Context: an optimization exercise on an open-source flow, tuned for small area, a short achievable clock period and few clock cycles. The choices shown serve that exercise and are no tape-out recipe. In this exercise RTL edits were held to simulation tests only and were not proved equivalent to the original.

==> v25 <==
==> flow/design.v (excerpt) <==
module riscv_sys (
    input          i_clk,
    input          i_rst_n,
    input  [31:0]  i_IMEM_data,
    output [31:0]  o_IMEM_addr,
    output         o_mem_cen,
    output         o_mem_wen,
    output [31:0]  o_mem_addr,
    output [127:0] o_mem_wdata,
    input  [127:0] i_mem_rdata,
    input          i_mem_stall,
    output         o_finish
);
==> flow/config.mk <==
export PLATFORM = sky130hd
export DESIGN_NAME = riscv_sys
export DESIGN_NICKNAME = riscv_sys
export VERILOG_FILES = /design/flow/design.v
export SDC_FILE = /design/flow/constraint.sdc
export NUM_CORES = 8
export LEC_CHECK = 0
export CAP_MARGIN = 20
export CORE_MARGIN = 2
export CORE_UTILIZATION = 28
export PLACE_DENSITY = 0.34
export SLEW_MARGIN = 20
==> flow/constraint.sdc <==
create_clock -name core_clock -period 25.0 [get_ports {i_clk}]
set_input_delay 5.0000 -clock core_clock [delete_from_list [all_inputs] [get_ports {i_clk}]]
set_output_delay 5.0000 -clock core_clock [all_outputs]
set_load 0.01 [all_outputs]
run.sh (not shown) runs the stock make flow with config.mk's settings and CLKGATE_MAP_FILE= SYNTH_SCRIPT=/design/flow/synth_recipe.tcl, a recipe that flattens the netlist after the stock synthesis.
==> v29 (differences from v25) <==
--- a/flow/design.v
+++ b/flow/design.v
@@ -11,15 +11,15 @@
     input          i_mem_stall,
     output         o_finish
 );
     reg  [31:2] fpc;             
     reg  [31:0] ir;              
     reg  [31:2] xpc;             
     reg         xv;              
-    reg         mph;             
+    reg  [1:0]  mph;             
     reg  [31:0] ms, mc;          
     reg  [27:0] ltag;            
     reg         lval, ldirty;
     reg  [127:0] line;
     reg         mcen, mwen;      
     reg         fin;
     assign o_IMEM_addr = {fpc, 2'b00};
@@ -45,40 +45,42 @@
     wire op_aui  = ~ir[6] &  ir[4] &  ir[2];
     wire op_mul  =  op_r & ir[25];
     wire op_wr   = ~(op_st | op_br | op_sys);
     wire [31:0] rfq [0:31];
     reg  [31:1] rfv;             
     wire [31:0] rfv0 = {rfv, 1'b0};
     wire        rf_we;
+    wire [4:0]  rf_wa;
+    wire [31:0] rf_wd;
     reg  [31:0] wd;
     assign rfq[0] = 32'd0;
     genvar g;
     generate for (g = 1; g < 32; g = g + 1) begin : g_rf
         reg [31:0] r;
         always @(posedge i_clk)
-            if (rf_we && rd == g) r <= wd;
+            if (rf_we && rf_wa == g) r <= rf_wd;
         assign rfq[g] = r;
     end endgenerate
     always @(posedge i_clk or negedge i_rst_n)
         if (!i_rst_n) rfv <= 31'd0;
-        else if (rf_we) rfv[rd] <= 1'b1;    
+        else if (rf_we) rfv[rf_wa] <= 1'b1;    
     function [31:0] rf_init(input [4:0] r);
         rf_init = (r == 5'd2) ? 32'hbffffff0 : (r == 5'd3) ? 32'h10008000 : 32'd0;
     endfunction
     wire [31:0] r1 = rfv0[rs1] ? rfq[rs1] : rf_init(rs1);
     wire [31:0] r2 = rfv0[rs2] ? rfq[rs2] : rf_init(rs2);
     wire [31:0] imm_i = {{20{ir[31]}}, ir[31:20]};
     wire [31:0] imm_s = {{20{ir[31]}}, ir[31:25], ir[11:7]};
     wire        b_reg = ir[5] & (ir[4] | (ir[6] & ~ir[2]));   
     wire [31:0] bv    = b_reg ? r2 : (op_st ? imm_s : imm_i);
     wire        sub   = (op_r & ir[30]) | op_br | (op_i & f3 == 3'b010);
     wire [32:0] sum_c = {r1, 1'b1} + {bv ^ {32{sub}}, sub};
     wire [31:0] sum   = sum_c[32:1];
     wire        lt    = (r1[31] ^ bv[31]) ? r1[31] : sum[31];
-    wire        eq    = ~|sum;
+    wire        eq    = r1 == r2;
     wire [31:0] sh_in, sh_out;
     wire [31:0] sh_r = $signed({f3[2] & r1[31], sh_in}) >>> rs2;
     generate for (g = 0; g < 32; g = g + 1) begin : g_rev
         assign sh_in[g]  = f3[2] ? r1[g] : r1[31-g];
         assign sh_out[g] = f3[2] ? sh_r[g] : sh_r[31-g];
     end endgenerate
     reg [31:0] alu;
@@ -87,93 +89,137 @@
             3'b000:         alu = sum;
             3'b001, 3'b101: alu = sh_out;
             3'b010:         alu = {31'd0, lt};
             3'b100:         alu = r1 ^ bv;
             3'b110:         alu = r1 | bv;
             default:        alu = r1 & bv;
         endcase
+    reg  [31:0] ma, mb;
     wire [31:0] ts, tc;
-    mul_csa u_mul (.a(r1), .b(r2), .ts(ts), .tc(tc));
+    mul_csa u_mul (.a(ma), .b(mb), .ts(ts), .tc(tc));
     always @(posedge i_clk) begin
+        ma <= r1;
+        mb <= r2;
         ms <= ts;
         mc <= tc;
     end
     wire [31:0] mul_res = ms + mc;
     wire [31:2] imm_t = op_br  ? {{19{ir[31]}}, ir[31], ir[7], ir[30:25], ir[11:9]} :
                         op_jal ? {{11{ir[31]}}, ir[31], ir[19:12], ir[20], ir[30:22]} :
                                  {ir[31:12], 10'd0};
     wire [31:2] tgt   = xpc + imm_t;
     wire        taken = op_br & (f3[2] ? (lt ^ f3[0]) : (eq ^ f3[0]));
-    wire        hit     = lval & (ltag == sum[31:4]);
+    reg         pl, ps;          
+    reg  [4:0]  prd;             
+    reg  [1:0]  pwi;             
+    wire [31:0] kt = {ltag, 4'd0};
+    wire [4:0]  lo4 = {1'b0, r1[3:0]} + {1'b0, bv[3:0]};
+    wire [31:4] ec;              
+    assign ec[4] = lo4[4];
+    generate for (g = 5; g < 32; g = g + 1) begin : g_ec
+        assign ec[g] = (r1[g-1] & bv[g-1]) | ((r1[g-1] | bv[g-1]) & ~kt[g-1]);
+    end endgenerate
+    wire        hit      = lval & ((r1[31:4] ^ bv[31:4] ^ kt[31:4]) == ec[31:4]);
     wire        mem_done = mcen & ~i_mem_stall;
-    wire        rd_act  = mcen & ~mwen;
-    wire        rd_done = mem_done & ~mwen;
-    wire        wb_done = mem_done & mwen;
-    wire        mem_ok  = hit | rd_done;
-    wire        need    = xv & op_mem & ~hit;
-    wire        st_go   = xv & op_st & mem_ok;
-    wire        start_rd = need & ((~mcen & ~ldirty) | wb_done);
-    wire        dirty_n = st_go | (ldirty & ~mem_done);
-    reg  [31:0] ld_line, ld_mem;
+    wire        rd_act   = mcen & ~mwen;
+    wire        rd_done  = mem_done & ~mwen;
+    wire        wb_done  = mem_done & mwen;
+    wire        xw_raw   = xv & op_wr & ~op_mem & ~(op_mul & (mph != 2'd2)) & ~pl_hz & (rd != 5'd0);
+    wire        lwb      = pl & lval & ~xw_raw;
+    wire        can_rd   = (~mcen & ~ldirty) | wb_done;
+    wire        mem_go   = xv & op_mem & ~pl_hz & ~(pl & lval & op_ld) & (hit | can_rd);
+    wire        start_rd = mem_go & ~hit;
+    wire        st_go    = mem_go & op_st;
+    wire        dirty_n  = (st_go & hit) | (ldirty & ~wb_done) | (rd_done & ps);
+    reg  [31:0] ld_line, lwb_data;
     always @(*) begin
         case (sum[3:2])
-            2'd0: begin ld_line = line[31:0];   ld_mem = i_mem_rdata[31:0];   end
-            2'd1: begin ld_line = line[63:32];  ld_mem = i_mem_rdata[63:32];  end
-            2'd2: begin ld_line = line[95:64];  ld_mem = i_mem_rdata[95:64];  end
-            default: begin ld_line = line[127:96]; ld_mem = i_mem_rdata[127:96]; end
+            2'd0: ld_line = line[31:0];
+            2'd1: ld_line = line[63:32];
+            2'd2: ld_line = line[95:64];
+            default: ld_line = line[127:96];
+        endcase
+        case (pwi)
+            2'd0: lwb_data = line[31:0];
+            2'd1: lwb_data = line[63:32];
+            2'd2: lwb_data = line[95:64];
+            default: lwb_data = line[127:96];
         endcase
     end
-    wire [31:0] ld_data = rd_act ? ld_mem : ld_line;
     generate for (g = 0; g < 4; g = g + 1) begin : g_line
         wire st_here = st_go && sum[3:2] == g;
+        wire keep    = ps && pwi == g;
         always @(posedge i_clk)
             if (st_here) line[32*g +: 32] <= r2;
-            else if (rd_done) line[32*g +: 32] <= i_mem_rdata[32*g +: 32];
+            else if (rd_done && !keep) line[32*g +: 32] <= i_mem_rdata[32*g +: 32];
     end endgenerate
     always @(posedge i_clk)
-        if (start_rd) ltag <= sum[31:4];
+        if (start_rd) begin
+            ltag <= sum[31:4];
+            pwi  <= sum[3:2];
+            prd  <= rd;
+        end
     always @(posedge i_clk or negedge i_rst_n)
         if (!i_rst_n) begin
             lval   <= 1'b0;
             ldirty <= 1'b0;
             mcen   <= 1'b0;
             mwen   <= 1'b0;
+            pl     <= 1'b0;
+            ps     <= 1'b0;
             fin    <= 1'b0;
         end else begin
             if (start_rd) lval <= 1'b0;
             else if (rd_done) lval <= 1'b1;
             ldirty <= dirty_n;
+            if (start_rd) ps <= op_st;
+            else if (rd_done) ps <= 1'b0;
+            if (start_rd) pl <= op_ld & (rd != 5'd0);
+            else if (lwb) pl <= 1'b0;
             if (~mcen | mem_done) begin
                 if (start_rd) begin
                     mcen <= 1'b1;
                     mwen <= 1'b0;
                 end else begin
                     mcen <= dirty_n;
                     mwen <= 1'b1;
                 end
             end
-            fin <= xv & op_sys & ((~mcen & ~ldirty) | wb_done);
+            fin <= xv & op_sys & ~pl & ((~mcen & ~ldirty) | wb_done);
         end
-    wire stall    = xv & ((op_mul & ~mph) | (op_mem & ~mem_ok) | op_sys);
+    wire use1  = ~(op_jal | op_aui | op_sys);
+    wire use2  = b_reg | op_st;
+    wire pl_hz = pl & ((use1 & rs1 == prd) | (use2 & rs2 == prd) | (op_wr & rd == prd));
+    wire hz    = pl_hz | (lwb & op_ld);
+    wire stall = xv & ((op_mul & (mph != 2'd2)) | (op_mem & ~mem_go) | op_sys | hz);
     wire redirect = xv & (taken | op_jmp);
-    assign rf_we  = xv & ~stall & op_wr & (rd != 5'd0);
+    wire x_we  = xv & op_wr & (rd != 5'd0) & ~(op_mul & (mph != 2'd2)) & ~hz &
+                 (op_ld ? hit & ~(pl & lval) & ~pl_hz : ~op_mem);
+    assign rf_we  = x_we | lwb;
+    assign rf_wa  = lwb ? prd : rd;
+    assign rf_wd  = lwb ? lwb_data : wd;
     always @(*) begin
         if (op_mul)       wd = mul_res;
-        else if (op_ld)   wd = ld_data;
+        else if (op_ld)   wd = ld_line;
         else if (op_jmp)  wd = {fpc, 2'b00};
         else if (op_aui)  wd = {tgt, 2'b00};
         else              wd = alu;
     end
     always @(posedge i_clk or negedge i_rst_n)
         if (!i_rst_n) begin
             fpc <= 30'h00004000;
             xv  <= 1'b0;
-            mph <= 1'b0;
+            mph <= 2'd0;
         end else begin
-            mph <= xv & op_mul & ~mph;
+            if (!(xv & op_mul) | (mph == 2'd0 & hz))
+                mph <= 2'd0;
+            else if (mph != 2'd2)
+                mph <= mph + 2'd1;
+            else if (!hz)
+                mph <= 2'd0;
             if (!stall) begin
                 if (redirect) begin
                     fpc <= op_jalr ? sum[31:2] : tgt;
                     xv  <= 1'b0;
                 end else begin
                     fpc <= fpc + 30'd1;
                     xv  <= 1'b1;
==> flow/flow/run.sh (new file) <==
#!/bin/bash
# The standard ORFS layout (standard.sh, unchanged synthesis), with timing
# repair asked to leave 18 ns of setup slack at the 25 ns clock, so that the
# layout is made for the shortest period it can reach. Each step's full
# output goes to make_finish.log here; ORFS's own logs stay under orfs/logs.
set -uo pipefail
bash standard.sh SETUP_SLACK_MARGIN=18 finish > make_finish.log 2>&1
status=$?
tail -n 20 make_finish.log
exit $status
==> flow/standard.sh (new file) <==
#!/bin/bash
# synth_recipe.tcl (not shown) runs the flow's synth.tcl, then flattens the netlist and writes it again
# the make line also repeats each setting of config.mk as NAME=value (left out here)
make -C /OpenROAD-flow-scripts/flow DESIGN_CONFIG=/design/flow/config.mk WORK_HOME=/design/flow/orfs CLKGATE_MAP_FILE= SYNTH_SCRIPT=/design/flow/synth_recipe.tcl "${@:-finish}"
==> flow/config.mk (replaced) <==
export PLATFORM = sky130hd
export DESIGN_NAME = riscv_sys
export DESIGN_NICKNAME = riscv_sys
export VERILOG_FILES = /design/flow/design.v
export SDC_FILE = /design/flow/constraint.sdc
export NUM_CORES = 8
export LEC_CHECK = 0
export CAP_MARGIN = 20
export CORE_MARGIN = 2
export CORE_UTILIZATION = 40
export PLACE_DENSITY = 0.5
export SLEW_MARGIN = 20
removed: flow/run.sh
==> summary of the runs <==
- Flip-flop and latch count: v29 is higher than v25 (74).
- Against v25, the synthesized area of v29 is larger by 5.3%.
- Cell area: v29 is larger than v25 (12%).
- v25 ran to the end with no violations. v29 finished but fails on capacitance limit, slew limit.
- Of v25 and v29, v25 has the higher sequential share of layout area (gap 2.8 points).
- In v25 the synthesized cell count is lower than in v29, by about 3%.
- Against v29, the non-clock buffer count of v25 is lower by 428.
- In v29 the hold slack is higher than in v25, by 0.032 ns.
Testbench counts of v25, summed over its fixed seeds: cycles 108,154.
Testbench counts of v29, summed over its fixed seeds: cycles 94,812.

port drivers added, routing unchanged:
The results above use ideal ports. As a check the final layouts listed here were re-extracted and re-timed, cells and wires unchanged. Step 1 (the two cells are an assumption about what drives the block):
set clk [get_ports {i_clk}]
set_driving_cell -lib_cell sky130_fd_sc_hd__clkbuf_16 $clk
set_driving_cell -lib_cell sky130_fd_sc_hd__buf_2 [delete_from_list [all_inputs] $clk]
Step 2, shift: input delay + t, output delay - t, t = (earliest + latest rising clock arrival at the registers) / 2. This alone moves slack from input paths to output paths. a / b / c = no drivers / after step 1 / after step 2; a / b = the first two.
| run | t, ns | slack for setup (ns) | hold WS [ns] | slew at the worst register clock pin (ns) | worst slew at a driven data input, ns |
|---|---|---|---|---|---|
| v25 | 0.974 | 10.776 / 10.776 / 10.776 | 0.431 / 0.431 / 0.431 | 0.07 / 0.07 | 0.17 |
| v29 | 0.958 | 17.621 / 17.621 / 17.284 | 0.463 / 0.463 / 0.463 | 0.07 / 0.07 | 0.12 |
For v29, which loses most, drivers alone change the setup slack by 0.000 ns; drivers and shift together by -0.337 ns.
